Background: an optimization exercise with open tools, aiming at small area, a short achievable clock period and few clock cycles per item. Do not read the settings as production practice. The RTL was checked by simulation tests, not by an equivalence proof against the original design. Power and IR drop assume default switching activity.

==> flow/design.v <==
module fpadder (output logic [31:0] sum, output logic ready,
                input logic [31:0] a, input logic clock, nreset);
    logic [1:0] state;
    always_ff @(posedge clock, negedge nreset)
        if (!nreset) state <= 2'b00;
        else         state <= {state[1] ^ state[0], state[1] | ~state[0]};
    assign ready = state[1] & state[0];
    logic load;
    assign load = state[1] & ~state[0];
    logic [31:0] n;
    always_ff @(posedge clock) n <= a;
    function automatic logic less(input logic [31:0] x, input logic [31:0] y);
        logic [31:0] g, p;
        g = ~x & y;
        p = ~x | y;
        for (int w = 1; w < 32; w = w * 2)
            for (int j = 0; j + w < 32; j += 2 * w) begin
                g[j + 2*w - 1] = g[j + 2*w - 1] | (p[j + 2*w - 1] & g[j + w - 1]);
                p[j + 2*w - 1] = p[j + 2*w - 1] & p[j + w - 1];
            end
        less = g[31];
    endfunction
    function automatic logic [4:0] lzc32(input logic [31:0] x);
        logic [15:0] z1, c1;
        logic [7:0]  z2;
        logic [7:0][1:0] c2;
        logic [3:0]  z3;
        logic [3:0][2:0] c3;
        logic [1:0]  z4;
        logic [1:0][3:0] c4;
        for (int i = 0; i < 16; i++) begin
            z1[i] = ~x[2*i+1] & ~x[2*i];
            c1[i] = ~x[2*i+1];
        end
        for (int i = 0; i < 8; i++) begin
            z2[i] = z1[2*i+1] & z1[2*i];
            c2[i] = z1[2*i+1] ? {1'b1, c1[2*i]} : {1'b0, c1[2*i+1]};
        end
        for (int i = 0; i < 4; i++) begin
            z3[i] = z2[2*i+1] & z2[2*i];
            c3[i] = z2[2*i+1] ? {1'b1, c2[2*i]} : {1'b0, c2[2*i+1]};
        end
        for (int i = 0; i < 2; i++) begin
            z4[i] = z3[2*i+1] & z3[2*i];
            c4[i] = z3[2*i+1] ? {1'b1, c3[2*i]} : {1'b0, c3[2*i+1]};
        end
        lzc32 = z4[1] ? {1'b1, c4[0]} : {1'b0, c4[1]};
    endfunction
    function automatic logic [24:0] add25(input logic [24:0] x, input logic [24:0] y, input logic ci);
        logic [25:0] g, p, h;
        g = {x & y, ci};
        p = {x | y, 1'b0};
        h = {x ^ y, 1'b0};
        for (int k = 0; k < 5; k++)
            for (int i = 0; i < 26; i++)
                if ((i >> k) & 1) begin
                    g[i] = g[i] | (p[i] & g[((i >> k) << k) - 1]);
                    p[i] = p[i] & p[((i >> k) << k) - 1];
                end
        add25 = h[25:1] ^ g[24:0];
    endfunction
    logic [7:0]  em, en;
    logic [22:0] fm, fn;
    logic        sm, sn;
    assign {sm, em, fm} = a;
    assign {sn, en, fn} = n;
    logic nan_m, nan_n, inf_m, inf_n, sg, ege, mbig, nan1, inf1, spec, sub;
    logic [8:0]  dmn;
    logic [7:0]  dnm, d;
    logic [23:0] bg, sml, shifted;
    logic [24:0] s1;
    logic        sign1;
    logic [7:0]  exp1;
    always_comb begin
        nan_m = (em == 8'hff) & (fm != 0);
        nan_n = (en == 8'hff) & (fn != 0);
        inf_m = (em == 8'hff) & (fm == 0);
        inf_n = (en == 8'hff) & (fn == 0);
        sg    = (sm == sn);
        nan1  = nan_m | nan_n;
        inf1  = ~nan1 & (inf_m | inf_n) & ~(inf_m & inf_n & ~sg);
        spec  = nan1 | inf1;
        sub   = ~sg & ~spec;
        dmn   = {1'b0, em} - {1'b0, en};
        dnm   = en - em;
        ege   = ~less({24'b0, em}, {24'b0, en});
        d     = ege ? dmn[7:0] : dnm;
        mbig  = ~less({1'b0, a[30:0]}, {1'b0, n[30:0]});
        bg    = spec ? 24'hffffff : mbig ? {1'b1, fm} : {1'b1, fn};
        sml   = mbig ? {1'b1, fn} : {1'b1, fm};
        shifted = ((d[7:5] != 0) | spec) ? 24'b0 : (sml >> d[4:0]);
        s1    = add25({1'b0, bg}, {1'b0, shifted} ^ {25{sub}}, sub | inf1);
        exp1  = nan1 ? 8'h00 : inf1 ? 8'hff : (ege ? em : en) + 8'd1;    
        sign1 = ~nan1 & (mbig ? sm : sn);
    end
    logic [24:0] s;
    logic [7:0]  e;      
    logic        sgn;
    always_ff @(posedge clock)
        if (load) begin
            s   <= s1;
            e   <= exp1;
            sgn <= sign1;
        end
    logic [4:0]  lz;
    logic [24:0] norm;
    logic [31:0] x0, x1, x2, x3, x4, x5;
    logic [7:0]  eo;
    logic        zero, ovf;
    always_comb begin
        lz   = lzc32({s, 7'b1000000});
        x0 = {s, 7'b0};
        x1 = lz[4] ? {x0[15:0], 16'b0} : x0;
        x2 = lz[3] ? {x1[23:0], 8'b0} : x1;
        x3 = lz[2] ? {x2[27:0], 4'b0} : x2;
        x4 = lz[1] ? {x3[29:0], 2'b0} : x3;
        x5 = lz[0] ? {x4[30:0], 1'b0} : x4;
        norm = x5[31:7];
        eo   = e - {3'b0, lz};
        zero = (s == 0) | (s[24] & (e == 8'h01) & (s[22:0] == 0));
        ovf  = s[24] & (e == 8'hff);
        if (ovf)             sum = {sgn, 8'hff, 23'h0};
        else if (zero)       sum = 32'h0;
        else                 sum = {sgn, eo, norm[23:1]};
    end
endmodule
clock: 20.0 ns
lec_check: 0
abc_area: 1
cap_margin: 20
core_margin: 2
core_utilization: 50
cts_buf_list: sky130_fd_sc_hd__clkbuf_8
slew_margin: 20
tns_end_percent: 0
standard.sh (not shown) runs the stock make flow with config.mk's settings and CLKGATE_MAP_FILE= SYNTH_SCRIPT=/design/flow/synth_recipe.tcl, a recipe that flattens the netlist after the stock synthesis.
==> flow/flow/run.sh <==
#!/bin/bash
# Standard ORFS flow (the standard.sh, run unchanged) with these changes
# to how the layout is made, passed as make variables:
#  - ADDER_MAP_FILE= : synthesis leaves adders as plain gates for ABC to map
#    (no extraction into ripple chains of full/half adder cells);
#  - SETUP_SLACK_MARGIN : repair_timing is asked to leave a setup margin, so
#    it shortens the critical path well below the clock period;
#  - BUFFER_PORTS_ARGS : the port buffers use a plain buffer cell instead of
#    the delay cell that buffer_ports picks by default.
# All tool output goes to standard.log and ORFS's own logs under orfs/logs.
set -uo pipefail
bash standard.sh SETUP_SLACK_MARGIN=12.25 "BUFFER_PORTS_ARGS=-buffer_cell sky130_fd_sc_hd__buf_1" ADDER_MAP_FILE= finish > standard.log 2>&1
Testbench counts at the start, summed over its fixed seeds: cycles 9,600, items 3,200.
Next try:
--- a/flow/design.v
+++ b/flow/design.v
@@ -61,49 +61,49 @@
     endfunction
     logic [7:0]  em, en;
     logic [22:0] fm, fn;
     logic        sm, sn;
     assign {sm, em, fm} = a;
     assign {sn, en, fn} = n;
-    logic nan_m, nan_n, inf_m, inf_n, sg, ege, mbig, nan1, inf1, spec, sub;
+    logic nan_m, nan_n, inf_m, inf_n, sg, ege, flip;
     logic [8:0]  dmn;
     logic [7:0]  dnm, d;
     logic [23:0] bg, sml, shifted;
     logic [24:0] s1;
-    logic        sign1;
+    logic        nan1, inf1, sign1;
     logic [7:0]  exp1;
     always_comb begin
         nan_m = (em == 8'hff) & (fm != 0);
         nan_n = (en == 8'hff) & (fn != 0);
         inf_m = (em == 8'hff) & (fm == 0);
         inf_n = (en == 8'hff) & (fn == 0);
         sg    = (sm == sn);
-        nan1  = nan_m | nan_n;
-        inf1  = ~nan1 & (inf_m | inf_n) & ~(inf_m & inf_n & ~sg);
-        spec  = nan1 | inf1;
-        sub   = ~sg & ~spec;
         dmn   = {1'b0, em} - {1'b0, en};
         dnm   = en - em;
         ege   = ~less({24'b0, em}, {24'b0, en});
         d     = ege ? dmn[7:0] : dnm;
-        mbig  = ~less({1'b0, a[30:0]}, {1'b0, n[30:0]});
-        bg    = spec ? 24'hffffff : mbig ? {1'b1, fm} : {1'b1, fn};
-        sml   = mbig ? {1'b1, fn} : {1'b1, fm};
-        shifted = ((d[7:5] != 0) | spec) ? 24'b0 : (sml >> d[4:0]);
-        s1    = add25({1'b0, bg}, {1'b0, shifted} ^ {25{sub}}, sub | inf1);
-        exp1  = nan1 ? 8'h00 : inf1 ? 8'hff : (ege ? em : en) + 8'd1;    
-        sign1 = ~nan1 & (mbig ? sm : sn);
+        bg    = ege ? {1'b1, fm} : {1'b1, fn};
+        sml   = ege ? {1'b1, fn} : {1'b1, fm};
+        shifted = (d[7:5] != 0) ? 24'b0 : (sml >> d[4:0]);
+        flip  = ~sg & (em == en) & (fm < fn);
+        s1    = add25({1'b0, bg} ^ {25{flip}}, {1'b0, shifted} ^ {25{~sg & ~flip}}, ~sg);
+        exp1  = ege ? em + 8'd1 : en + 8'd1;    
+        sign1 = (ege & ~flip) ? sm : sn;
+        nan1  = nan_m | nan_n;
+        inf1  = (inf_m | inf_n) & ~(inf_m & inf_n & ~sg);
     end
     logic [24:0] s;
     logic [7:0]  e;      
-    logic        sgn;
+    logic        sgn, nan, inf;
     always_ff @(posedge clock)
         if (load) begin
             s   <= s1;
             e   <= exp1;
             sgn <= sign1;
+            nan <= nan1;
+            inf <= inf1;
         end
     logic [4:0]  lz;
     logic [24:0] norm;
     logic [31:0] x0, x1, x2, x3, x4, x5;
     logic [7:0]  eo;
     logic        zero, ovf;
@@ -116,11 +116,12 @@
         x4 = lz[1] ? {x3[29:0], 2'b0} : x3;
         x5 = lz[0] ? {x4[30:0], 1'b0} : x4;
         norm = x5[31:7];
         eo   = e - {3'b0, lz};
         zero = (s == 0) | (s[24] & (e == 8'h01) & (s[22:0] == 0));
         ovf  = s[24] & (e == 8'hff);
-        if (ovf)             sum = {sgn, 8'hff, 23'h0};
+        if (nan)             sum = 32'h7fffffff;
+        else if (inf | ovf)  sum = {sgn, 8'hff, 23'h0};
         else if (zero)       sum = 32'h0;
         else                 sum = {sgn, eo, norm[23:1]};
     end
 endmodule
Result:
- combinational power is lower by about 9%
- global-route usage goes down by 1.2 points
- die area rose by 2.8%
- sequential share of layout area came out higher by 0.54 points
- total power shrinks by about 4.7%
- design area rose by 0.48%
- utilization drops by 1.9 points
- register-to-register slack improves by 0.16 ns
- first-iteration DRC count shrinks by 17%
- maximum frequency barely changes
- wire length goes down by 2.1%
- via count is about the same
- synthesized cell count increases by 1.3%
- hold slack improves by 0.0072 ns
Testbench counts after the change, summed over its fixed seeds: cycles 9,600, items 3,200.

-- afterwards: timing with drivers on the ports --
The results above use ideal ports. As a check the final layouts listed here were re-extracted and re-timed, cells and wires unchanged.
Step 1 sets driving cells, clkbuf_16 on the clock port and buf_2 on the other inputs (assumed; they add their load-dependent delay and slew).
Step 2 moves the port delays by t, midway between the first and last clock arrival at a register: inputs arrive t later, outputs are due t later. That takes back most of the time a late clock gives input paths.
Three values: ideal ports, drivers, drivers and shift; two values: the first two.
run	shift t [ns]	setup WS [ns]	worst data-port slew with drivers (ns)
the first run	0.402	12.498 / 12.456 / 12.126	0.06
the second run	0.420	12.499 / 12.459 / 12.164	0.03
After both steps setup and hold are still met in every run listed. The setup slack of the first run, which loses most, moves by -0.042 ns with the drivers and by -0.372 ns with both steps.
